From an optimization exercise on the open Yosys and OpenROAD flow, aimed at small area and a short achievable clock period; shortcuts taken in it are not production practice.
Only the layout flow was run in this run; the RTL was not checked for function there.

==> flow/design.v <==
module top_diannao_node_vMAX (
        clk,
        i_inputs,
        i_synapses,
        i_op,
        i_nbout,
        i_load,
        o_to_edram
    );
    input           clk;
    input  [255:0]  i_inputs;
    input  [255:0]  i_synapses;
    input  [0:0]    i_op;
    input  [15:0]   i_nbout;
    input           i_load;
    output [15:0]   o_to_edram;
    function gt16;
        input [15:0] a, b;
        reg [15:0] g0, l0;
        reg [7:0] g1, l1;
        reg [3:0] g2, l2;
        reg [1:0] g3, l3;
        integer i;
        begin
            g0 = a & ~b;
            l0 = ~a & b;
            for (i = 0; i < 8; i = i + 1) begin
                g1[i] = g0[2*i+1] | (~l0[2*i+1] & g0[2*i]);
                l1[i] = l0[2*i+1] | (~g0[2*i+1] & l0[2*i]);
            end
            for (i = 0; i < 4; i = i + 1) begin
                g2[i] = g1[2*i+1] | (~l1[2*i+1] & g1[2*i]);
                l2[i] = l1[2*i+1] | (~g1[2*i+1] & l1[2*i]);
            end
            for (i = 0; i < 2; i = i + 1) begin
                g3[i] = g2[2*i+1] | (~l2[2*i+1] & g2[2*i]);
                l3[i] = l2[2*i+1] | (~g2[2*i+1] & l2[2*i]);
            end
            gt16 = g3[1] | (~l3[1] & g3[0]);
        end
    endfunction
    function [15:0] max4;
        input [15:0] a, b, c, d;
        reg ab, ac, ad, bc, bd, cd;
        begin
            ab = gt16(a, b);
            ac = gt16(a, c);
            ad = gt16(a, d);
            bc = gt16(b, c);
            bd = gt16(b, d);
            cd = gt16(c, d);
            max4 = ({16{ab & ac & ad}} & a) | ({16{~ab & bc & bd}} & b) |
                   ({16{~ac & ~bc & cd}} & c) | ({16{~ad & ~bd & ~cd}} & d);
        end
    endfunction
    function [31:0] csa4;
        input [15:0] a, b, c, d;
        reg [15:0] x1, s1, c1, x2;
        begin
            x1 = a ^ b;
            s1 = x1 ^ c;
            c1 = {(a[14:0] & b[14:0]) | (c[14:0] & x1[14:0]), 1'b0};
            x2 = s1 ^ c1;
            csa4 = {(s1[14:0] & c1[14:0]) | (d[14:0] & x2[14:0]), 1'b0, x2 ^ d};
        end
    endfunction
    reg  [239:0] mag_a;
    reg  [127:0] one1, two1;
    reg  [111:0] neg1;
    reg  [15:0]  sgn1;
    reg  [239:0] cs0, cs1;
    reg  [15:0]  csc;
    reg  [15:0]  sgn2;
    reg  [63:0]  gsum0, gmax;
    reg  [59:0]  gsum1;       
    reg  [15:0]  rsum0, rmax;
    reg  [15:1]  rsum1;
    reg  [15:0]  out_reg;
    assign o_to_edram = out_reg;
    wire [239:0] h0_all, h1_all;
    wire [15:0]  ci_all;
    wire [255:0] prod;
    genvar j, k;
    generate
        for (j = 0; j < 16; j = j + 1) begin : lane
            wire [17:0] bq = {2'b00, i_synapses[16*j +: 15], 1'b0};
            wire [7:0]  one0, two0, neg0;
            genvar i;
            for (i = 0; i < 8; i = i + 1) begin : dig
                assign one0[i] = bq[2*i+1] ^ bq[2*i];
                assign two0[i] = (bq[2*i+2] & ~bq[2*i+1] & ~bq[2*i]) | (~bq[2*i+2] & bq[2*i+1] & bq[2*i]);
                assign neg0[i] = bq[2*i+2];
            end
            always @(posedge clk) begin
                mag_a[15*j +: 15] <= i_inputs[16*j +: 15];
                sgn1[j]           <= i_inputs[16*j+15] ^ i_synapses[16*j+15];
                one1[8*j +: 8]    <= one0;
                two1[8*j +: 8]    <= two0;
                neg1[7*j +: 7]    <= neg0[6:0];    
            end
            wire [8:0]  ext = -{neg1[7*j+4], 1'b0, neg1[7*j+3], 1'b0, neg1[7*j+2], 1'b0, neg1[7*j+1], 1'b0, neg1[7*j]};
            wire [14:0] h0, h1;
            wire        ci;
            wire pp1;
            wire pp2;
            wire pp3;
            wire pp4;
            wire pp5;
            wire pp6;
            wire pp7;
            wire pp8;
            wire pp9;
            wire pp10;
            wire pp11;
            wire pp12;
            wire pp13;
            wire pp14;
            wire pp15;
            wire pp16;
            wire pp17;
            wire pp18;
            wire pp19;
            wire pp20;
            wire pp21;
            wire pp22;
            wire pp23;
            wire pp24;
            wire pp25;
            wire pp26;
            wire pp27;
            wire pp28;
            wire pp29;
            wire pp30;
            wire pp31;
            wire pp32;
            wire pp33;
            wire pp34;
            wire pp35;
            wire pp36;
            wire pp37;
            wire pp38;
            wire pp39;
            wire pp40;
            wire pp41;
            wire pp42;
            wire pp43;
            wire pp44;
            wire pp45;
            wire pp46;
            wire pp47;
            wire pp48;
            wire pp49;
            wire pp50;
            wire pp51;
            wire pp52;
            wire pp53;
            wire pp54;
            wire pp55;
            wire pp56;
            wire pp57;
            wire pp58;
            wire pp59;
            wire pp60;
            wire pp61;
            wire pp62;
            wire pp63;
            wire pp64;
            wire pp65;
            wire pp66;
            wire pp67;
            wire pp68;
            wire pp69;
            wire pp70;
            wire pp71;
            wire pp72;
            wire pp73;
            wire pp74;
            wire pp75;
            wire pp76;
            wire pp77;
            wire pp78;
            wire pp79;
            wire pp80;
            wire pp81;
            wire pp82;
            wire pp83;
            wire pp84;
            wire pp85;
            wire pp86;
            wire pp87;
            wire pp88;
            wire pp89;
            wire pp90;
            wire pp91;
            wire pp92;
            wire pp93;
            wire pp94;
            wire pp95;
            wire pp96;
            wire pp97;
            wire pp98;
            wire pp99;
            wire pp100;
            wire pp101;
            wire pp102;
            wire pp103;
            wire pp104;
            wire pp105;
            wire pp106;
            wire pp107;
            wire pp108;
            wire pp109;
            wire pp110;
            wire pp111;
            wire pp112;
            wire pp113;
            wire pp114;
            wire pp115;
            wire pp116;
            wire pp117;
            wire pp118;
            wire pp119;
            wire s120;
            wire c121;
            wire s122;
            wire c123;
            wire s124;
            wire c125;
            wire x126;
            wire s127;
            wire c128;
            wire s129;
            wire c130;
            wire x131;
            wire s132;
            wire c133;
            wire s134;
            wire c135;
            wire x136;
            wire s137;
            wire c138;
            wire s139;
            wire c140;
            wire x141;
            wire s142;
            wire c143;
            wire x144;
            wire s145;
            wire c146;
            wire x147;
            wire s148;
            wire c149;
            wire x150;
            wire s151;
            wire c152;
            wire x153;
            wire s154;
            wire c155;
            wire x156;
            wire s157;
            wire c158;
            wire x159;
            wire s160;
            wire c161;
            wire x162;
            wire s163;
            wire c164;
            wire x165;
            wire s166;
            wire c167;
            wire s168;
            wire c169;
            wire x170;
            wire s171;
            wire c172;
            wire s173;
            wire c174;
            wire x175;
            wire s176;
            wire c177;
            wire s178;
            wire c179;
            wire s180;
            wire c181;
            wire s182;
            wire c183;
            wire x184;
            wire s185;
            wire c186;
            wire s187;
            wire c188;
            wire x189;
            wire s190;
            wire c191;
            wire s192;
            wire c193;
            wire x194;
            wire s195;
            wire c196;
            wire x197;
            wire s198;
            wire c199;
            wire x200;
            wire s201;
            wire c202;
            wire x203;
            wire s204;
            wire c205;
            wire x206;
            wire s207;
            wire c208;
            wire x209;
            wire s210;
            wire c211;
            wire x212;
            wire s213;
            wire c214;
            wire x215;
            wire s216;
            wire c217;
            wire x218;
            wire s219;
            wire c220;
            wire x221;
            wire s222;
            wire c223;
            wire x224;
            wire s225;
            wire c226;
            wire x227;
            wire s228;
            wire c229;
            wire x230;
            wire s231;
            wire c232;
            wire x233;
            wire s234;
            wire c235;
            wire x236;
            wire s237;
            wire c238;
            wire x239;
            wire s240;
            wire c241;
            wire x242;
            wire s243;
            wire c244;
            wire x245;
            wire s246;
            wire c247;
            wire x248;
            wire s249;
            wire c250;
            wire x251;
            wire s252;
            wire c253;
            wire x254;
            wire s255;
            wire c256;
            wire x257;
            wire s258;
            wire c259;
            wire x260;
            wire s261;
            wire c262;
            wire x263;
            wire s264;
            wire c265;
            wire x266;
            wire s267;
            wire c268;
            wire x269;
            wire s270;
            wire c271;
            wire x272;
            wire s273;
            wire c274;
            wire x275;
            wire s276;
            wire c277;
            wire x278;
            wire s279;
            wire c280;
            wire x281;
            wire s282;
            wire c283;
            wire x284;
            wire s285;
            wire c286;
            wire s287;
            wire c288;
            wire x289;
            wire s290;
            wire c291;
            wire s292;
            wire c293;
            wire s294;
            wire c295;
            wire x296;
            wire s297;
            wire c298;
            wire x299;
            wire s300;
            wire c301;
            wire x302;
            wire s303;
            wire c304;
            wire x305;
            wire s306;
            wire c307;
            wire x308;
            wire s309;
            wire c310;
            wire x311;
            wire s312;
            wire c313;
            wire x314;
            wire s315;
            wire c316;
            wire x317;
            wire s318;
            wire c319;
            wire x320;
            wire s321;
            wire c322;
            wire x323;
            wire s324;
            wire c325;
            wire x326;
            wire s327;
            wire c328;
            wire x329;
            wire s330;
            wire c331;
            wire x332;
            wire s333;
            wire c334;
            wire x335;
            wire s336;
            wire c337;
            wire x338;
            wire s339;
            wire c340;
            wire x341;
            wire s342;
            wire c343;
            wire x344;
            wire s345;
            wire c346;
            wire x347;
            wire s348;
            wire c349;
            wire x350;
            wire s351;
            wire c352;
            wire x353;
            wire s354;
            wire c355;
            wire x356;
            wire s357;
            wire c358;
            wire s359;
            wire c360;
            wire s361;
            wire c362;
            wire x363;
            wire s364;
            wire c365;
            wire x366;
            wire s367;
            wire c368;
            wire x369;
            wire s370;
            wire c371;
            wire x372;
            wire s373;
            wire c374;
            wire x375;
            wire s376;
            wire c377;
            wire x378;
            wire s379;
            wire c380;
            wire x381;
            wire s382;
            wire c383;
            wire x384;
            wire s385;
            wire c386;
            wire x387;
            wire s388;
            wire c389;
            wire x390;
            wire s391;
            wire c392;
            wire x393;
            wire s394;
            wire c395;
            wire x396;
            wire s397;
            wire c398;
            wire x399;
            wire s400;
            wire c401;
            wire x402;
            wire s403;
            wire c404;
            wire x405;
            wire s406;
            wire c407;
            wire x408;
            wire s409;
            wire c410;
            wire x411;
            wire s412;
            wire c413;
            wire x414;
            wire s415;
            wire c416;
            wire x417;
            wire s418;
            wire c419;
            wire x420;
            wire s421;
            wire c422;
            wire x423;
            wire s424;
            wire c425;
            wire x426;
            wire s427;
            wire c428;
            wire x429;
            assign pp1 = ((one1[8*j+0] & mag_a[15*j+0])) ^ neg1[7*j+0];
            assign pp2 = ((one1[8*j+0] & mag_a[15*j+1]) | (two1[8*j+0] & mag_a[15*j+0])) ^ neg1[7*j+0];
            assign pp3 = ((one1[8*j+0] & mag_a[15*j+2]) | (two1[8*j+0] & mag_a[15*j+1])) ^ neg1[7*j+0];
            assign pp4 = ((one1[8*j+0] & mag_a[15*j+3]) | (two1[8*j+0] & mag_a[15*j+2])) ^ neg1[7*j+0];
            assign pp5 = ((one1[8*j+0] & mag_a[15*j+4]) | (two1[8*j+0] & mag_a[15*j+3])) ^ neg1[7*j+0];
            assign pp6 = ((one1[8*j+0] & mag_a[15*j+5]) | (two1[8*j+0] & mag_a[15*j+4])) ^ neg1[7*j+0];
            assign pp7 = ((one1[8*j+0] & mag_a[15*j+6]) | (two1[8*j+0] & mag_a[15*j+5])) ^ neg1[7*j+0];
            assign pp8 = ((one1[8*j+0] & mag_a[15*j+7]) | (two1[8*j+0] & mag_a[15*j+6])) ^ neg1[7*j+0];
            assign pp9 = ((one1[8*j+0] & mag_a[15*j+8]) | (two1[8*j+0] & mag_a[15*j+7])) ^ neg1[7*j+0];
            assign pp10 = ((one1[8*j+0] & mag_a[15*j+9]) | (two1[8*j+0] & mag_a[15*j+8])) ^ neg1[7*j+0];
            assign pp11 = ((one1[8*j+0] & mag_a[15*j+10]) | (two1[8*j+0] & mag_a[15*j+9])) ^ neg1[7*j+0];
            assign pp12 = ((one1[8*j+0] & mag_a[15*j+11]) | (two1[8*j+0] & mag_a[15*j+10])) ^ neg1[7*j+0];
            assign pp13 = ((one1[8*j+0] & mag_a[15*j+12]) | (two1[8*j+0] & mag_a[15*j+11])) ^ neg1[7*j+0];
            assign pp14 = ((one1[8*j+0] & mag_a[15*j+13]) | (two1[8*j+0] & mag_a[15*j+12])) ^ neg1[7*j+0];
            assign pp15 = ((one1[8*j+0] & mag_a[15*j+14]) | (two1[8*j+0] & mag_a[15*j+13])) ^ neg1[7*j+0];
            assign pp16 = ((two1[8*j+0] & mag_a[15*j+14])) ^ neg1[7*j+0];
            assign pp17 = ((one1[8*j+1] & mag_a[15*j+0])) ^ neg1[7*j+1];
            assign pp18 = ((one1[8*j+1] & mag_a[15*j+1]) | (two1[8*j+1] & mag_a[15*j+0])) ^ neg1[7*j+1];
            assign pp19 = ((one1[8*j+1] & mag_a[15*j+2]) | (two1[8*j+1] & mag_a[15*j+1])) ^ neg1[7*j+1];
            assign pp20 = ((one1[8*j+1] & mag_a[15*j+3]) | (two1[8*j+1] & mag_a[15*j+2])) ^ neg1[7*j+1];
            assign pp21 = ((one1[8*j+1] & mag_a[15*j+4]) | (two1[8*j+1] & mag_a[15*j+3])) ^ neg1[7*j+1];
            assign pp22 = ((one1[8*j+1] & mag_a[15*j+5]) | (two1[8*j+1] & mag_a[15*j+4])) ^ neg1[7*j+1];
            assign pp23 = ((one1[8*j+1] & mag_a[15*j+6]) | (two1[8*j+1] & mag_a[15*j+5])) ^ neg1[7*j+1];
            assign pp24 = ((one1[8*j+1] & mag_a[15*j+7]) | (two1[8*j+1] & mag_a[15*j+6])) ^ neg1[7*j+1];
            assign pp25 = ((one1[8*j+1] & mag_a[15*j+8]) | (two1[8*j+1] & mag_a[15*j+7])) ^ neg1[7*j+1];
            assign pp26 = ((one1[8*j+1] & mag_a[15*j+9]) | (two1[8*j+1] & mag_a[15*j+8])) ^ neg1[7*j+1];
            assign pp27 = ((one1[8*j+1] & mag_a[15*j+10]) | (two1[8*j+1] & mag_a[15*j+9])) ^ neg1[7*j+1];
            assign pp28 = ((one1[8*j+1] & mag_a[15*j+11]) | (two1[8*j+1] & mag_a[15*j+10])) ^ neg1[7*j+1];
            assign pp29 = ((one1[8*j+1] & mag_a[15*j+12]) | (two1[8*j+1] & mag_a[15*j+11])) ^ neg1[7*j+1];
            assign pp30 = ((one1[8*j+1] & mag_a[15*j+13]) | (two1[8*j+1] & mag_a[15*j+12])) ^ neg1[7*j+1];
            assign pp31 = ((one1[8*j+1] & mag_a[15*j+14]) | (two1[8*j+1] & mag_a[15*j+13])) ^ neg1[7*j+1];
            assign pp32 = ((two1[8*j+1] & mag_a[15*j+14])) ^ neg1[7*j+1];
            assign pp33 = ((one1[8*j+2] & mag_a[15*j+0])) ^ neg1[7*j+2];
            assign pp34 = ((one1[8*j+2] & mag_a[15*j+1]) | (two1[8*j+2] & mag_a[15*j+0])) ^ neg1[7*j+2];
            assign pp35 = ((one1[8*j+2] & mag_a[15*j+2]) | (two1[8*j+2] & mag_a[15*j+1])) ^ neg1[7*j+2];
            assign pp36 = ((one1[8*j+2] & mag_a[15*j+3]) | (two1[8*j+2] & mag_a[15*j+2])) ^ neg1[7*j+2];
            assign pp37 = ((one1[8*j+2] & mag_a[15*j+4]) | (two1[8*j+2] & mag_a[15*j+3])) ^ neg1[7*j+2];
            assign pp38 = ((one1[8*j+2] & mag_a[15*j+5]) | (two1[8*j+2] & mag_a[15*j+4])) ^ neg1[7*j+2];
            assign pp39 = ((one1[8*j+2] & mag_a[15*j+6]) | (two1[8*j+2] & mag_a[15*j+5])) ^ neg1[7*j+2];
            assign pp40 = ((one1[8*j+2] & mag_a[15*j+7]) | (two1[8*j+2] & mag_a[15*j+6])) ^ neg1[7*j+2];
            assign pp41 = ((one1[8*j+2] & mag_a[15*j+8]) | (two1[8*j+2] & mag_a[15*j+7])) ^ neg1[7*j+2];
            assign pp42 = ((one1[8*j+2] & mag_a[15*j+9]) | (two1[8*j+2] & mag_a[15*j+8])) ^ neg1[7*j+2];
            assign pp43 = ((one1[8*j+2] & mag_a[15*j+10]) | (two1[8*j+2] & mag_a[15*j+9])) ^ neg1[7*j+2];
            assign pp44 = ((one1[8*j+2] & mag_a[15*j+11]) | (two1[8*j+2] & mag_a[15*j+10])) ^ neg1[7*j+2];
            assign pp45 = ((one1[8*j+2] & mag_a[15*j+12]) | (two1[8*j+2] & mag_a[15*j+11])) ^ neg1[7*j+2];
            assign pp46 = ((one1[8*j+2] & mag_a[15*j+13]) | (two1[8*j+2] & mag_a[15*j+12])) ^ neg1[7*j+2];
            assign pp47 = ((one1[8*j+2] & mag_a[15*j+14]) | (two1[8*j+2] & mag_a[15*j+13])) ^ neg1[7*j+2];
            assign pp48 = ((two1[8*j+2] & mag_a[15*j+14])) ^ neg1[7*j+2];
            assign pp49 = ((one1[8*j+3] & mag_a[15*j+0])) ^ neg1[7*j+3];
            assign pp50 = ((one1[8*j+3] & mag_a[15*j+1]) | (two1[8*j+3] & mag_a[15*j+0])) ^ neg1[7*j+3];
            assign pp51 = ((one1[8*j+3] & mag_a[15*j+2]) | (two1[8*j+3] & mag_a[15*j+1])) ^ neg1[7*j+3];
            assign pp52 = ((one1[8*j+3] & mag_a[15*j+3]) | (two1[8*j+3] & mag_a[15*j+2])) ^ neg1[7*j+3];
            assign pp53 = ((one1[8*j+3] & mag_a[15*j+4]) | (two1[8*j+3] & mag_a[15*j+3])) ^ neg1[7*j+3];
            assign pp54 = ((one1[8*j+3] & mag_a[15*j+5]) | (two1[8*j+3] & mag_a[15*j+4])) ^ neg1[7*j+3];
            assign pp55 = ((one1[8*j+3] & mag_a[15*j+6]) | (two1[8*j+3] & mag_a[15*j+5])) ^ neg1[7*j+3];
            assign pp56 = ((one1[8*j+3] & mag_a[15*j+7]) | (two1[8*j+3] & mag_a[15*j+6])) ^ neg1[7*j+3];
            assign pp57 = ((one1[8*j+3] & mag_a[15*j+8]) | (two1[8*j+3] & mag_a[15*j+7])) ^ neg1[7*j+3];
            assign pp58 = ((one1[8*j+3] & mag_a[15*j+9]) | (two1[8*j+3] & mag_a[15*j+8])) ^ neg1[7*j+3];
            assign pp59 = ((one1[8*j+3] & mag_a[15*j+10]) | (two1[8*j+3] & mag_a[15*j+9])) ^ neg1[7*j+3];
            assign pp60 = ((one1[8*j+3] & mag_a[15*j+11]) | (two1[8*j+3] & mag_a[15*j+10])) ^ neg1[7*j+3];
            assign pp61 = ((one1[8*j+3] & mag_a[15*j+12]) | (two1[8*j+3] & mag_a[15*j+11])) ^ neg1[7*j+3];
            assign pp62 = ((one1[8*j+3] & mag_a[15*j+13]) | (two1[8*j+3] & mag_a[15*j+12])) ^ neg1[7*j+3];
            assign pp63 = ((one1[8*j+3] & mag_a[15*j+14]) | (two1[8*j+3] & mag_a[15*j+13])) ^ neg1[7*j+3];
            assign pp64 = ((two1[8*j+3] & mag_a[15*j+14])) ^ neg1[7*j+3];
            assign pp65 = ((one1[8*j+4] & mag_a[15*j+0])) ^ neg1[7*j+4];
            assign pp66 = ((one1[8*j+4] & mag_a[15*j+1]) | (two1[8*j+4] & mag_a[15*j+0])) ^ neg1[7*j+4];
            assign pp67 = ((one1[8*j+4] & mag_a[15*j+2]) | (two1[8*j+4] & mag_a[15*j+1])) ^ neg1[7*j+4];
            assign pp68 = ((one1[8*j+4] & mag_a[15*j+3]) | (two1[8*j+4] & mag_a[15*j+2])) ^ neg1[7*j+4];
            assign pp69 = ((one1[8*j+4] & mag_a[15*j+4]) | (two1[8*j+4] & mag_a[15*j+3])) ^ neg1[7*j+4];
            assign pp70 = ((one1[8*j+4] & mag_a[15*j+5]) | (two1[8*j+4] & mag_a[15*j+4])) ^ neg1[7*j+4];
            assign pp71 = ((one1[8*j+4] & mag_a[15*j+6]) | (two1[8*j+4] & mag_a[15*j+5])) ^ neg1[7*j+4];
            assign pp72 = ((one1[8*j+4] & mag_a[15*j+7]) | (two1[8*j+4] & mag_a[15*j+6])) ^ neg1[7*j+4];
            assign pp73 = ((one1[8*j+4] & mag_a[15*j+8]) | (two1[8*j+4] & mag_a[15*j+7])) ^ neg1[7*j+4];
            assign pp74 = ((one1[8*j+4] & mag_a[15*j+9]) | (two1[8*j+4] & mag_a[15*j+8])) ^ neg1[7*j+4];
            assign pp75 = ((one1[8*j+4] & mag_a[15*j+10]) | (two1[8*j+4] & mag_a[15*j+9])) ^ neg1[7*j+4];
            assign pp76 = ((one1[8*j+4] & mag_a[15*j+11]) | (two1[8*j+4] & mag_a[15*j+10])) ^ neg1[7*j+4];
            assign pp77 = ((one1[8*j+4] & mag_a[15*j+12]) | (two1[8*j+4] & mag_a[15*j+11])) ^ neg1[7*j+4];
            assign pp78 = ((one1[8*j+4] & mag_a[15*j+13]) | (two1[8*j+4] & mag_a[15*j+12])) ^ neg1[7*j+4];
            assign pp79 = ((one1[8*j+4] & mag_a[15*j+14]) | (two1[8*j+4] & mag_a[15*j+13])) ^ neg1[7*j+4];
            assign pp80 = ((two1[8*j+4] & mag_a[15*j+14])) ^ neg1[7*j+4];
            assign pp81 = ((one1[8*j+5] & mag_a[15*j+0])) ^ neg1[7*j+5];
            assign pp82 = ((one1[8*j+5] & mag_a[15*j+1]) | (two1[8*j+5] & mag_a[15*j+0])) ^ neg1[7*j+5];
            assign pp83 = ((one1[8*j+5] & mag_a[15*j+2]) | (two1[8*j+5] & mag_a[15*j+1])) ^ neg1[7*j+5];
            assign pp84 = ((one1[8*j+5] & mag_a[15*j+3]) | (two1[8*j+5] & mag_a[15*j+2])) ^ neg1[7*j+5];
            assign pp85 = ((one1[8*j+5] & mag_a[15*j+4]) | (two1[8*j+5] & mag_a[15*j+3])) ^ neg1[7*j+5];
            assign pp86 = ((one1[8*j+5] & mag_a[15*j+5]) | (two1[8*j+5] & mag_a[15*j+4])) ^ neg1[7*j+5];
            assign pp87 = ((one1[8*j+5] & mag_a[15*j+6]) | (two1[8*j+5] & mag_a[15*j+5])) ^ neg1[7*j+5];
            assign pp88 = ((one1[8*j+5] & mag_a[15*j+7]) | (two1[8*j+5] & mag_a[15*j+6])) ^ neg1[7*j+5];
            assign pp89 = ((one1[8*j+5] & mag_a[15*j+8]) | (two1[8*j+5] & mag_a[15*j+7])) ^ neg1[7*j+5];
            assign pp90 = ((one1[8*j+5] & mag_a[15*j+9]) | (two1[8*j+5] & mag_a[15*j+8])) ^ neg1[7*j+5];
            assign pp91 = ((one1[8*j+5] & mag_a[15*j+10]) | (two1[8*j+5] & mag_a[15*j+9])) ^ neg1[7*j+5];
            assign pp92 = ((one1[8*j+5] & mag_a[15*j+11]) | (two1[8*j+5] & mag_a[15*j+10])) ^ neg1[7*j+5];
            assign pp93 = ((one1[8*j+5] & mag_a[15*j+12]) | (two1[8*j+5] & mag_a[15*j+11])) ^ neg1[7*j+5];
            assign pp94 = ((one1[8*j+5] & mag_a[15*j+13]) | (two1[8*j+5] & mag_a[15*j+12])) ^ neg1[7*j+5];
            assign pp95 = ((one1[8*j+5] & mag_a[15*j+14]) | (two1[8*j+5] & mag_a[15*j+13])) ^ neg1[7*j+5];
            assign pp96 = ((one1[8*j+6] & mag_a[15*j+0])) ^ neg1[7*j+6];
            assign pp97 = ((one1[8*j+6] & mag_a[15*j+1]) | (two1[8*j+6] & mag_a[15*j+0])) ^ neg1[7*j+6];
            assign pp98 = ((one1[8*j+6] & mag_a[15*j+2]) | (two1[8*j+6] & mag_a[15*j+1])) ^ neg1[7*j+6];
            assign pp99 = ((one1[8*j+6] & mag_a[15*j+3]) | (two1[8*j+6] & mag_a[15*j+2])) ^ neg1[7*j+6];
            assign pp100 = ((one1[8*j+6] & mag_a[15*j+4]) | (two1[8*j+6] & mag_a[15*j+3])) ^ neg1[7*j+6];
            assign pp101 = ((one1[8*j+6] & mag_a[15*j+5]) | (two1[8*j+6] & mag_a[15*j+4])) ^ neg1[7*j+6];
            assign pp102 = ((one1[8*j+6] & mag_a[15*j+6]) | (two1[8*j+6] & mag_a[15*j+5])) ^ neg1[7*j+6];
            assign pp103 = ((one1[8*j+6] & mag_a[15*j+7]) | (two1[8*j+6] & mag_a[15*j+6])) ^ neg1[7*j+6];
            assign pp104 = ((one1[8*j+6] & mag_a[15*j+8]) | (two1[8*j+6] & mag_a[15*j+7])) ^ neg1[7*j+6];
            assign pp105 = ((one1[8*j+6] & mag_a[15*j+9]) | (two1[8*j+6] & mag_a[15*j+8])) ^ neg1[7*j+6];
            assign pp106 = ((one1[8*j+6] & mag_a[15*j+10]) | (two1[8*j+6] & mag_a[15*j+9])) ^ neg1[7*j+6];
            assign pp107 = ((one1[8*j+6] & mag_a[15*j+11]) | (two1[8*j+6] & mag_a[15*j+10])) ^ neg1[7*j+6];
            assign pp108 = ((one1[8*j+6] & mag_a[15*j+12]) | (two1[8*j+6] & mag_a[15*j+11])) ^ neg1[7*j+6];
            assign pp109 = ((one1[8*j+7] & mag_a[15*j+0])) ^ 1'b0;
            assign pp110 = ((one1[8*j+7] & mag_a[15*j+1]) | (two1[8*j+7] & mag_a[15*j+0])) ^ 1'b0;
            assign pp111 = ((one1[8*j+7] & mag_a[15*j+2]) | (two1[8*j+7] & mag_a[15*j+1])) ^ 1'b0;
            assign pp112 = ((one1[8*j+7] & mag_a[15*j+3]) | (two1[8*j+7] & mag_a[15*j+2])) ^ 1'b0;
            assign pp113 = ((one1[8*j+7] & mag_a[15*j+4]) | (two1[8*j+7] & mag_a[15*j+3])) ^ 1'b0;
            assign pp114 = ((one1[8*j+7] & mag_a[15*j+5]) | (two1[8*j+7] & mag_a[15*j+4])) ^ 1'b0;
            assign pp115 = ((one1[8*j+7] & mag_a[15*j+6]) | (two1[8*j+7] & mag_a[15*j+5])) ^ 1'b0;
            assign pp116 = ((one1[8*j+7] & mag_a[15*j+7]) | (two1[8*j+7] & mag_a[15*j+6])) ^ 1'b0;
            assign pp117 = ((one1[8*j+7] & mag_a[15*j+8]) | (two1[8*j+7] & mag_a[15*j+7])) ^ 1'b0;
            assign pp118 = ((one1[8*j+7] & mag_a[15*j+9]) | (two1[8*j+7] & mag_a[15*j+8])) ^ 1'b0;
            assign pp119 = ((one1[8*j+7] & mag_a[15*j+10]) | (two1[8*j+7] & mag_a[15*j+9])) ^ 1'b0;
            assign s120 = sgn1[j] ^ neg1[7*j+4];
            assign c121 = sgn1[j] & neg1[7*j+4];
            assign s122 = sgn1[j] ^ pp10;
            assign c123 = sgn1[j] & pp10;
            assign x126 = neg1[7*j+5] ^ pp11;
            assign s124 = x126 ^ pp25;
            assign c125 = (neg1[7*j+5] & pp11) | (pp25 & x126);
            assign s127 = pp12 ^ pp26;
            assign c128 = pp12 & pp26;
            assign x131 = neg1[7*j+6] ^ pp13;
            assign s129 = x131 ^ pp27;
            assign c130 = (neg1[7*j+6] & pp13) | (pp27 & x131);
            assign s132 = pp41 ^ pp55;
            assign c133 = pp41 & pp55;
            assign x136 = pp14 ^ pp28;
            assign s134 = x136 ^ pp42;
            assign c135 = (pp14 & pp28) | (pp42 & x136);
            assign s137 = pp56 ^ pp70;
            assign c138 = pp56 & pp70;
            assign x141 = pp15 ^ pp29;
            assign s139 = x141 ^ pp43;
            assign c140 = (pp15 & pp29) | (pp43 & x141);
            assign x144 = pp57 ^ pp71;
            assign s142 = x144 ^ pp85;
            assign c143 = (pp57 & pp71) | (pp85 & x144);
            assign x147 = pp16 ^ pp30;
            assign s145 = x147 ^ pp44;
            assign c146 = (pp16 & pp30) | (pp44 & x147);
            assign x150 = pp58 ^ pp72;
            assign s148 = x150 ^ pp86;
            assign c149 = (pp58 & pp72) | (pp86 & x150);
            assign x153 = ext[0] ^ pp31;
            assign s151 = x153 ^ pp45;
            assign c152 = (ext[0] & pp31) | (pp45 & x153);
            assign x156 = pp59 ^ pp73;
            assign s154 = x156 ^ pp87;
            assign c155 = (pp59 & pp73) | (pp87 & x156);
            assign x159 = ext[1] ^ pp32;
            assign s157 = x159 ^ pp46;
            assign c158 = (ext[1] & pp32) | (pp46 & x159);
            assign x162 = pp60 ^ pp74;
            assign s160 = x162 ^ pp88;
            assign c161 = (pp60 & pp74) | (pp88 & x162);
            assign x165 = ext[2] ^ pp47;
            assign s163 = x165 ^ pp61;
            assign c164 = (ext[2] & pp47) | (pp61 & x165);
            assign s166 = pp75 ^ pp89;
            assign c167 = pp75 & pp89;
            assign x170 = ext[3] ^ pp48;
            assign s168 = x170 ^ pp62;
            assign c169 = (ext[3] & pp48) | (pp62 & x170);
            assign s171 = pp76 ^ pp90;
            assign c172 = pp76 & pp90;
            assign x175 = ext[4] ^ pp63;
            assign s173 = x175 ^ pp77;
            assign c174 = (ext[4] & pp63) | (pp77 & x175);
            assign s176 = ext[5] ^ pp64;
            assign c177 = ext[5] & pp64;
            assign s178 = sgn1[j] ^ neg1[7*j+2];
            assign c179 = sgn1[j] & neg1[7*j+2];
            assign s180 = sgn1[j] ^ pp6;
            assign c181 = sgn1[j] & pp6;
            assign x184 = sgn1[j] ^ neg1[7*j+3];
            assign s182 = x184 ^ pp7;
            assign c183 = (sgn1[j] & neg1[7*j+3]) | (pp7 & x184);
            assign s185 = pp21 ^ pp35;
            assign c186 = pp21 & pp35;
            assign x189 = sgn1[j] ^ pp8;
            assign s187 = x189 ^ pp22;
            assign c188 = (sgn1[j] & pp8) | (pp22 & x189);
            assign s190 = pp36 ^ pp50;
            assign c191 = pp36 & pp50;
            assign x194 = pp9 ^ pp23;
            assign s192 = x194 ^ pp37;
            assign c193 = (pp9 & pp23) | (pp37 & x194);
            assign x197 = pp51 ^ pp65;
            assign s195 = x197 ^ s120;
            assign c196 = (pp51 & pp65) | (s120 & x197);
            assign x200 = pp24 ^ pp38;
            assign s198 = x200 ^ pp52;
            assign c199 = (pp24 & pp38) | (pp52 & x200);
            assign x203 = pp66 ^ c121;
            assign s201 = x203 ^ s122;
            assign c202 = (pp66 & c121) | (s122 & x203);
            assign x206 = pp39 ^ pp53;
            assign s204 = x206 ^ pp67;
            assign c205 = (pp39 & pp53) | (pp67 & x206);
            assign x209 = pp81 ^ c123;
            assign s207 = x209 ^ s124;
            assign c208 = (pp81 & c123) | (s124 & x209);
            assign x212 = pp40 ^ pp54;
            assign s210 = x212 ^ pp68;
            assign c211 = (pp40 & pp54) | (pp68 & x212);
            assign x215 = pp82 ^ s127;
            assign s213 = x215 ^ c125;
            assign c214 = (pp82 & s127) | (c125 & x215);
            assign x218 = pp69 ^ pp83;
            assign s216 = x218 ^ pp96;
            assign c217 = (pp69 & pp83) | (pp96 & x218);
            assign x221 = c128 ^ s132;
            assign s219 = x221 ^ s129;
            assign c220 = (c128 & s132) | (s129 & x221);
            assign x224 = pp84 ^ pp97;
            assign s222 = x224 ^ c133;
            assign c223 = (pp84 & pp97) | (c133 & x224);
            assign x227 = s137 ^ c130;
            assign s225 = x227 ^ s134;
            assign c226 = (s137 & c130) | (s134 & x227);
            assign x230 = pp98 ^ pp109;
            assign s228 = x230 ^ c138;
            assign c229 = (pp98 & pp109) | (c138 & x230);
            assign x233 = c135 ^ s139;
            assign s231 = x233 ^ s142;
            assign c232 = (c135 & s139) | (s142 & x233);
            assign x236 = pp99 ^ pp110;
            assign s234 = x236 ^ c140;
            assign c235 = (pp99 & pp110) | (c140 & x236);
            assign x239 = c143 ^ s145;
            assign s237 = x239 ^ s148;
            assign c238 = (c143 & s145) | (s148 & x239);
            assign x242 = pp100 ^ pp111;
            assign s240 = x242 ^ c146;
            assign c241 = (pp100 & pp111) | (c146 & x242);
            assign x245 = c149 ^ s151;
            assign s243 = x245 ^ s154;
            assign c244 = (c149 & s151) | (s154 & x245);
            assign x248 = pp101 ^ pp112;
            assign s246 = x248 ^ c152;
            assign c247 = (pp101 & pp112) | (c152 & x248);
            assign x251 = c155 ^ s157;
            assign s249 = x251 ^ s160;
            assign c250 = (c155 & s157) | (s160 & x251);
            assign x254 = pp102 ^ pp113;
            assign s252 = x254 ^ s166;
            assign c253 = (pp102 & pp113) | (s166 & x254);
            assign x257 = c158 ^ c161;
            assign s255 = x257 ^ s163;
            assign c256 = (c158 & c161) | (s163 & x257);
            assign x260 = pp103 ^ pp114;
            assign s258 = x260 ^ c167;
            assign c259 = (pp103 & pp114) | (c167 & x260);
            assign x263 = s171 ^ c164;
            assign s261 = x263 ^ s168;
            assign c262 = (s171 & c164) | (s168 & x263);
            assign x266 = pp91 ^ pp104;
            assign s264 = x266 ^ pp115;
            assign c265 = (pp91 & pp104) | (pp115 & x266);
            assign x269 = c172 ^ c169;
            assign s267 = x269 ^ s173;
            assign c268 = (c172 & c169) | (s173 & x269);
            assign x272 = pp78 ^ pp92;
            assign s270 = x272 ^ pp105;
            assign c271 = (pp78 & pp92) | (pp105 & x272);
            assign x275 = pp116 ^ s176;
            assign s273 = x275 ^ c174;
            assign c274 = (pp116 & s176) | (c174 & x275);
            assign x278 = ext[6] ^ pp79;
            assign s276 = x278 ^ pp93;
            assign c277 = (ext[6] & pp79) | (pp93 & x278);
            assign x281 = pp106 ^ pp117;
            assign s279 = x281 ^ c177;
            assign c280 = (pp106 & pp117) | (c177 & x281);
            assign x284 = ext[7] ^ pp80;
            assign s282 = x284 ^ pp94;
            assign c283 = (ext[7] & pp80) | (pp94 & x284);
            assign s285 = pp107 ^ pp118;
            assign c286 = pp107 & pp118;
            assign x289 = ext[8] ^ pp95;
            assign s287 = x289 ^ pp108;
            assign c288 = (ext[8] & pp95) | (pp108 & x289);
            assign s290 = sgn1[j] ^ neg1[7*j+1];
            assign c291 = sgn1[j] & neg1[7*j+1];
            assign s292 = sgn1[j] ^ pp4;
            assign c293 = sgn1[j] & pp4;
            assign x296 = pp5 ^ pp19;
            assign s294 = x296 ^ pp33;
            assign c295 = (pp5 & pp19) | (pp33 & x296);
            assign x299 = pp20 ^ pp34;
            assign s297 = x299 ^ c179;
            assign c298 = (pp20 & pp34) | (c179 & x299);
            assign x302 = pp49 ^ c181;
            assign s300 = x302 ^ s185;
            assign c301 = (pp49 & c181) | (s185 & x302);
            assign x305 = c186 ^ s190;
            assign s303 = x305 ^ c183;
            assign c304 = (c186 & s190) | (c183 & x305);
            assign x308 = c191 ^ c188;
            assign s306 = x308 ^ s192;
            assign c307 = (c191 & c188) | (s192 & x308);
            assign x311 = c193 ^ c196;
            assign s309 = x311 ^ s198;
            assign c310 = (c193 & c196) | (s198 & x311);
            assign x314 = c199 ^ s204;
            assign s312 = x314 ^ c202;
            assign c313 = (c199 & s204) | (c202 & x314);
            assign x317 = c205 ^ s210;
            assign s315 = x317 ^ s213;
            assign c316 = (c205 & s210) | (s213 & x317);
            assign x320 = c211 ^ s216;
            assign s318 = x320 ^ c214;
            assign c319 = (c211 & s216) | (c214 & x320);
            assign x323 = c217 ^ s222;
            assign s321 = x323 ^ c220;
            assign c322 = (c217 & s222) | (c220 & x323);
            assign x326 = c223 ^ s228;
            assign s324 = x326 ^ c226;
            assign c325 = (c223 & s228) | (c226 & x326);
            assign x329 = c229 ^ s234;
            assign s327 = x329 ^ c232;
            assign c328 = (c229 & s234) | (c232 & x329);
            assign x332 = c235 ^ s240;
            assign s330 = x332 ^ c238;
            assign c331 = (c235 & s240) | (c238 & x332);
            assign x335 = c241 ^ s246;
            assign s333 = x335 ^ c244;
            assign c334 = (c241 & s246) | (c244 & x335);
            assign x338 = c247 ^ s252;
            assign s336 = x338 ^ c250;
            assign c337 = (c247 & s252) | (c250 & x338);
            assign x341 = c253 ^ s258;
            assign s339 = x341 ^ c256;
            assign c340 = (c253 & s258) | (c256 & x341);
            assign x344 = s264 ^ c259;
            assign s342 = x344 ^ c262;
            assign c343 = (s264 & c259) | (c262 & x344);
            assign x347 = c265 ^ s270;
            assign s345 = x347 ^ s273;
            assign c346 = (c265 & s270) | (s273 & x347);
            assign x350 = c271 ^ s276;
            assign s348 = x350 ^ s279;
            assign c349 = (c271 & s276) | (s279 & x350);
            assign x353 = s285 ^ c277;
            assign s351 = x353 ^ s282;
            assign c352 = (s285 & c277) | (s282 & x353);
            assign x356 = pp119 ^ c286;
            assign s354 = x356 ^ c283;
            assign c355 = (pp119 & c286) | (c283 & x356);
            assign s357 = sgn1[j] ^ neg1[7*j+0];
            assign c358 = sgn1[j] & neg1[7*j+0];
            assign s359 = sgn1[j] ^ pp2;
            assign c360 = sgn1[j] & pp2;
            assign x363 = pp3 ^ pp17;
            assign s361 = x363 ^ s290;
            assign c362 = (pp3 & pp17) | (s290 & x363);
            assign x366 = pp18 ^ c291;
            assign s364 = x366 ^ s292;
            assign c365 = (pp18 & c291) | (s292 & x366);
            assign x369 = s178 ^ c293;
            assign s367 = x369 ^ s294;
            assign c368 = (s178 & c293) | (s294 & x369);
            assign x372 = s180 ^ c295;
            assign s370 = x372 ^ s297;
            assign c371 = (s180 & c295) | (s297 & x372);
            assign x375 = c298 ^ s182;
            assign s373 = x375 ^ s300;
            assign c374 = (c298 & s182) | (s300 & x375);
            assign x378 = s187 ^ c301;
            assign s376 = x378 ^ s303;
            assign c377 = (s187 & c301) | (s303 & x378);
            assign x381 = s195 ^ c304;
            assign s379 = x381 ^ s306;
            assign c380 = (s195 & c304) | (s306 & x381);
            assign x384 = s201 ^ c307;
            assign s382 = x384 ^ s309;
            assign c383 = (s201 & c307) | (s309 & x384);
            assign x387 = c310 ^ s207;
            assign s385 = x387 ^ s312;
            assign c386 = (c310 & s207) | (s312 & x387);
            assign x390 = c208 ^ c313;
            assign s388 = x390 ^ s315;
            assign c389 = (c208 & c313) | (s315 & x390);
            assign x393 = s219 ^ s318;
            assign s391 = x393 ^ c316;
            assign c392 = (s219 & s318) | (c316 & x393);
            assign x396 = s225 ^ c319;
            assign s394 = x396 ^ s321;
            assign c395 = (s225 & c319) | (s321 & x396);
            assign x399 = s231 ^ c322;
            assign s397 = x399 ^ s324;
            assign c398 = (s231 & c322) | (s324 & x399);
            assign x402 = s237 ^ c325;
            assign s400 = x402 ^ s327;
            assign c401 = (s237 & c325) | (s327 & x402);
            assign x405 = s243 ^ c328;
            assign s403 = x405 ^ s330;
            assign c404 = (s243 & c328) | (s330 & x405);
            assign x408 = s249 ^ c331;
            assign s406 = x408 ^ s333;
            assign c407 = (s249 & c331) | (s333 & x408);
            assign x411 = s255 ^ c334;
            assign s409 = x411 ^ s336;
            assign c410 = (s255 & c334) | (s336 & x411);
            assign x414 = s261 ^ c337;
            assign s412 = x414 ^ s339;
            assign c413 = (s261 & c337) | (s339 & x414);
            assign x417 = s267 ^ c340;
            assign s415 = x417 ^ s342;
            assign c416 = (s267 & c340) | (s342 & x417);
            assign x420 = c268 ^ c343;
            assign s418 = x420 ^ s345;
            assign c419 = (c268 & c343) | (s345 & x420);
            assign x423 = c274 ^ s348;
            assign s421 = x423 ^ c346;
            assign c422 = (c274 & s348) | (c346 & x423);
            assign x426 = c280 ^ s351;
            assign s424 = x426 ^ c349;
            assign c425 = (c280 & s351) | (c349 & x426);
            assign x429 = s287 ^ s354;
            assign s427 = x429 ^ c352;
            assign c428 = (s287 & s354) | (c352 & x429);
            wire [9:0] la = {s382, s379, s376, s373, s370, s367, s364, s361, s359, s357};
            wire [9:0] lb = {c380, c377, c374, c371, c368, c365, c362, c360, c358, pp1};
            wire [9:0] lg = la & lb;
            wire [9:0] lp = la | lb;
            wire g10 = lg[1] | (lp[1] & lg[0]);
            wire g32 = lg[3] | (lp[3] & lg[2]), p32 = lp[3] & lp[2];
            wire g54 = lg[5] | (lp[5] & lg[4]), p54 = lp[5] & lp[4];
            wire g76 = lg[7] | (lp[7] & lg[6]), p76 = lp[7] & lp[6];
            wire g98 = lg[9] | (lp[9] & lg[8]), p98 = lp[9] & lp[8];
            wire g30 = g32 | (p32 & g10);
            wire g74 = g76 | (p76 & g54), p74 = p76 & p54;
            wire g70 = g74 | (p74 & g30);
            assign ci = g98 | (p98 & g70);
            assign h0 = {s427, s424, s421, s418, s415, s412, s409, s406, s403, s400, s397, s394, s391, s388, s385};
            assign h1 = {c425, c422, c419, c416, c413, c410, c407, c404, c401, c398, c395, c392, c389, c386, c383};
            assign h0_all[15*j +: 15] = h0;
            assign h1_all[15*j +: 15] = h1;
            assign ci_all[j] = ci;
            wire [15:0] psum = {cs0[15*j +: 15], 1'b1} + {cs1[15*j +: 15], csc[j]};
            assign prod[16*j +: 16] = {sgn2[j], psum[15:1]};
        end
    endgenerate
    wire [63:0] gsum0_d, gsum1_d, gmax_d;
    generate
        for (k = 0; k < 4; k = k + 1) begin : grp
            wire [15:0] p0 = prod[64*k +: 16];
            wire [15:0] p1 = prod[64*k+16 +: 16];
            wire [15:0] p2 = prod[64*k+32 +: 16];
            wire [15:0] p3 = prod[64*k+48 +: 16];
            assign {gsum1_d[16*k +: 16], gsum0_d[16*k +: 16]} = csa4(p0, p1, p2, p3);
            assign gmax_d[16*k +: 16] = max4(p0, p1, p2, p3);
        end
    endgenerate
    wire [15:0] gs0 = gsum0[15:0]  + {gsum1[14:0],  1'b0};
    wire [15:0] gs1 = gsum0[31:16] + {gsum1[29:15], 1'b0};
    wire [15:0] gs2 = gsum0[47:32] + {gsum1[44:30], 1'b0};
    wire [15:0] gs3 = gsum0[63:48] + {gsum1[59:45], 1'b0};
    wire [31:0] ss = csa4(gs0, gs1, gs2, gs3);
    wire [15:0] sm = max4(gs0, gs1, gs2, gs3);
    wire [31:0] ms = csa4(gmax[15:0], gmax[31:16], gmax[47:32], gmax[63:48]);
    wire [15:0] mm = max4(gmax[15:0], gmax[31:16], gmax[47:32], gmax[63:48]);
    wire [15:0] rs1 = {rsum1, 1'b0};
    wire [15:0] fx  = rsum0 ^ rs1;
    wire [15:0] fs  = fx ^ out_reg;
    wire [15:0] fc  = {(rsum0[14:0] & rs1[14:0]) | (out_reg[14:0] & fx[14:0]), 1'b0};
    wire [15:0] fin_sum = fs + fc;
    wire        take = gt16(rmax, out_reg);
    wire [15:0] fin_max = take ? rmax : out_reg;
    wire [15:0] fin     = i_op[0] ? fin_max : fin_sum;
    always @(posedge clk) begin
        cs0     <= h0_all;
        cs1     <= h1_all;
        csc     <= ci_all;
        sgn2    <= sgn1;
        gsum0   <= gsum0_d;
        gsum1   <= {gsum1_d[63:49], gsum1_d[47:33], gsum1_d[31:17], gsum1_d[15:1]};
        gmax    <= gmax_d;
        rsum0   <= i_op[0] ? ms[15:0]  : ss[15:0];
        rsum1   <= i_op[0] ? ms[31:17] : ss[31:17];
        rmax    <= i_op[0] ? mm : sm;
        out_reg <= i_load ? fin : i_nbout;
    end
endmodule
==> flow/flow/run.sh <==
#!/bin/bash
# Standard ORFS layout (the standard.sh, standard synthesis unchanged), with
# extra settings for timing repair, clock tree and port buffers.
set -euo pipefail
bash standard.sh SETUP_SLACK_MARGIN=8.3 CTS_CLUSTER_SIZE=30 CTS_CLUSTER_DIAMETER=80 "BUFFER_PORTS_ARGS=-buffer_cell sky130_fd_sc_hd__buf_1" finish > standard.log 2>&1
==> flow/standard.sh <==
#!/bin/bash
# synth_recipe.tcl (not shown) runs the flow's synth.tcl, then flattens the netlist and writes it again
# the make line also repeats each setting of config.mk as NAME=value (left out here)
make -C /OpenROAD-flow-scripts/flow DESIGN_CONFIG=/design/flow/config.mk WORK_HOME=/design/flow/orfs CLKGATE_MAP_FILE= SYNTH_SCRIPT=/design/flow/synth_recipe.tcl "${@:-finish}"
==> flow/config.mk <==
export PLATFORM = sky130hd
export DESIGN_NAME = top_diannao_node_vMAX
export DESIGN_NICKNAME = top_diannao_node_vMAX
export VERILOG_FILES = /design/flow/design.v
export SDC_FILE = /design/flow/constraint.sdc
export NUM_CORES = 8
export LEC_CHECK = 0
export ABC_AREA = 1
export CAP_MARGIN = 80
export CORE_MARGIN = 2
export CORE_UTILIZATION = 40
export SETUP_SLACK_MARGIN = 5
export SLEW_MARGIN = 80
==> flow/constraint.sdc <==
create_clock -name core_clock -period 12.0 [get_ports {clk}]
set_input_delay 2.4000 -clock core_clock [delete_from_list [all_inputs] [get_ports {clk}]]
set_output_delay 2.4000 -clock core_clock [all_outputs]
set_load 0.01 [all_outputs]
==> flow_summary.json <==
{
  "status": "no timing/DRC/antenna violations",
  "yosys_warnings": 1,
  "fin_crit_sh": 0.325,
  "hold_path.class": "register to register",
  "tightest_slew_ns": 0.349,
  "area_growth_pct": 11.3,
  "place_ws_ns": 8.05,
  "hold_viol": 0,
  "dpl_cell_area_sq_um": 155000,
  "hold_depth": 0,
  "core-area_sq_um": 362000,
  "initial_utilization": 0.401,
  "grt.overflow.total": 0,
  "drive_gt1_frac": 0.107,
  "critPathRequiredTime_ns": 9.60,
  "fin_tns_setup_ns": 0,
  "grt_max_degree": 31,
  "cp-start-kind": "register",
  "htree_levels": 3,
  "drt_first_iter_violations": 11200,
  "die_width_microns": 606,
  "die_y_microns": 606,
  "grt_pass1_wl_mm": 729,
  "maxSlewHeadroom": 0.767,
  "grt_use_met2": 0.422,
  "dieArea_sq_um": 367000,
  "avgViaCountPerCell": 5.27,
  "cts_buffers": 119,
  "routedWlPerCell_microns": 20.1,
  "drc": 0,
  "crit_buf_inv": 1,
  "period_minus_slack_ns": 3.91,
  "routed-via-count": 125000,
  "crit_path_end_kind": "primary output",
  "setup_violations": 0,
  "io_buffers": 546,
  "synth_cells": 18500,
  "postLayoutCellArea_sq_um": 161000,
  "drv_slew": 0,
  "synth-edff-count": 16,
  "dp_hpwl_mm": 385,
  "slowest_stage": "edfxtp_1",
  "max_cap_violations": 0,
  "path_cells": "clkbuf_2",
  "synth_area_sq_um": 145000,
  "reg.largest.list": "cs0 (240), cs1 (240), mag_a (240)",
  "cp_num_cells": 1,
  "path_delay_family": "flip-flops",
  "ios": 547,
  "utilization": 0.446,
  "place_congestion": 1.03,
  "grt.total_usage": 0.254,
  "cp.arrival_ns": 1.51,
  "rsz0062_at_grt": "true",
  "worstRegToRegCells": 22,
  "wl_mm": 474,
  "rows": 221,
  "synthArstFlopShare": 0,
  "setup_ws_ns": 8.09,
  "grt_pass1_vias": 121000,
  "syn-num-nets": 21500,
  "busiest_layer": "met2",
  "insertion_delay_ns": 0.94,
  "synth.distinct_cells": 60,
  "seq_area_frac_synth": 0.193,
  "skew_ns": 0.0558,
  "ys_seq_elements": 1387,
  "cts.clk_slew.worst_paths_ns": 0.09,
  "grt_use_met3": 0.0307,
  "clock.fmax_ghz": 0.256,
  "firstDrtPassIters": 6,
  "critPathKind": "register to primary output",
  "antenna_found_initial": 22,
  "antenna_left": 0,
  "cts_tree": "yes",
  "use_met1": 0.336,
  "ys.flop_type": "dfxtp_1",
  "cts_num_sinks": 1387,
  "cpPeakStageDelay_ns": 0.42,
  "holdWs_ns": 0.441,
  "cts_root_buf": "clkbuf_16",
  "nets": 21700,
  "cp_max_fo": 2,
  "syn_area_per_cell_sq_um": 7.82,
  "cts_buffer_depth": 4
}
==> layout make-up <==
cell class | count | area (sq um)
Clock buffer | 122 | 3030
Tap cell | 4794 | 6000
Inverter | 3706 | 14600
Clock inverter | 98 | 1660
Antenna cell | 9 | 22.5
Fill cell | 36500 | 200000
Sequential cell | 1387 | 28500
Timing Repair Buffer | 760 | 3650
Multi-Input combinational cell | 12700 | 104000
==> layout by cell type (no fill, tap or decap), types with 112 or more instances in the layout <==
cell type,instances
a21oi_1,427
buf_1,544
clkbuf_16,121
clkinv_2,112
dfxtp_1,1138
dfxtp_2,124
fa_1,1580
ha_1,742
inv_1,3085
inv_2,276
inv_4,196
nand2_1,2919
nand2_2,180
nand3_1,809
nand4_1,252
nor2_1,1024
o21ai_0,263
o22ai_1,1730
xor2_1,1800
==> stage by stage <==
stage | cells
2_1_floorplan | 18500
3_3_place_gp | 23200
3_5_place_dp | 23400
4_1_cts | 23600
5_1_grt | 23600
6_report | 23600
==> worst paths after layout <==
path | from | to | slack [ns]
max | out_reg[2] | o_to_edram[2] | 8.09
min | sgn1[5] | sgn2[5] | 0.44
max reg2reg | cs0[91] | gmax[21] | 8.48
min reg2reg | sgn1[5] | sgn2[5] | 0.44
==> cells by family (layout without fill, tap and decap cells) <==
logic type | after synthesis | count (layout) | share of synthesized area
flip-flops | 1387 | 1387 | 0.193
AO/OA/AOI/OAI | 2791 | 2791 | 0.116
other | 0 | 9 | 0
buffers and inverters | 4405 | 4686 | 0.115
adder cells (fa/ha/maj) | 2412 | 2412 | 0.291
XOR/XNOR | 2005 | 2005 | 0.122
AND/OR/NAND/NOR | 5439 | 5439 | 0.156
multiplexers | 102 | 102 | 0.00787
==> layer usage <==
metal,part of all wire,vias to the layer above
met1,0.42,60200
li1,-,59100
met3,0.068,763
met5,0.00012,-
met2,0.47,4564
met4,0.045,8
==> cells in the mapped netlist (24+ instances only) <==
cell	n	share of area
o22ai_1	1733	0.075
o21ai_0	304	0.010
nand2_1	3126	0.081
o221ai_1	30	0.0018
o21a_1	27	0.0014
mux2_2	96	0.0075
nand4_1	252	0.011
fa_1	1599	0.22
a21oi_1	466	0.016
nand3_1	823	0.028
a31oi_1	24	0.0010
nand2_2	45	0.0019
nor3_1	61	0.0021
o21bai_1	44	0.0023
inv_1	3564	0.092
nor2_1	1050	0.027
nand3b_1	39	0.0020
o211ai_1	45	0.0023
buf_1	80	0.0021
clkbuf_1	573	0.015
ha_1	810	0.070
dfxtp_1	1371	0.19
xor2_1	1880	0.11
a21boi_0	27	0.0014
clkinv_1	73	0.0019
xnor2_1	112	0.0068
inv_2	69	0.0018
==> repair_timing <==
action,4_1_cts,5_1_grt
endpoints found under the setup margin,45,97
setup buffers,18,17
gates cloned,0,0
pin swaps,1,14
resized for setup,13,101
hold buffers,0,0
endpoints found under the hold margin,0,0

-- static timing again, ports no longer ideal --
How much do the figures lean on ideal ports? The routed layout below was timed once more, with nothing changed but the port constraints.
Step 1 (the two cells are an assumption about what drives the block):
set clk [get_ports {clk}]
set_driving_cell -lib_cell sky130_fd_sc_hd__clkbuf_16 $clk
set_driving_cell -lib_cell sky130_fd_sc_hd__buf_2 [delete_from_list [all_inputs] $clk]
Step 2, shift: input delay + t, output delay - t, t = (earliest + latest rising clock arrival at the registers) / 2. This alone moves slack from input paths to output paths.
Three values: ideal ports, drivers, drivers and shift; two values: the first two.
t (ns): 1.026
setup WS [ns]: 8.095 / 7.983 / 7.978
clock arrival spread, ns: 0.068 / 0.069
slew at the worst register clock pin (ns): 0.11 / 0.11
worst slew at a driven data input, ns: 0.13
After both steps setup and hold are still met in this run. The setup slack of this run moves by -0.112 ns with the drivers and by -0.117 ns with both steps.
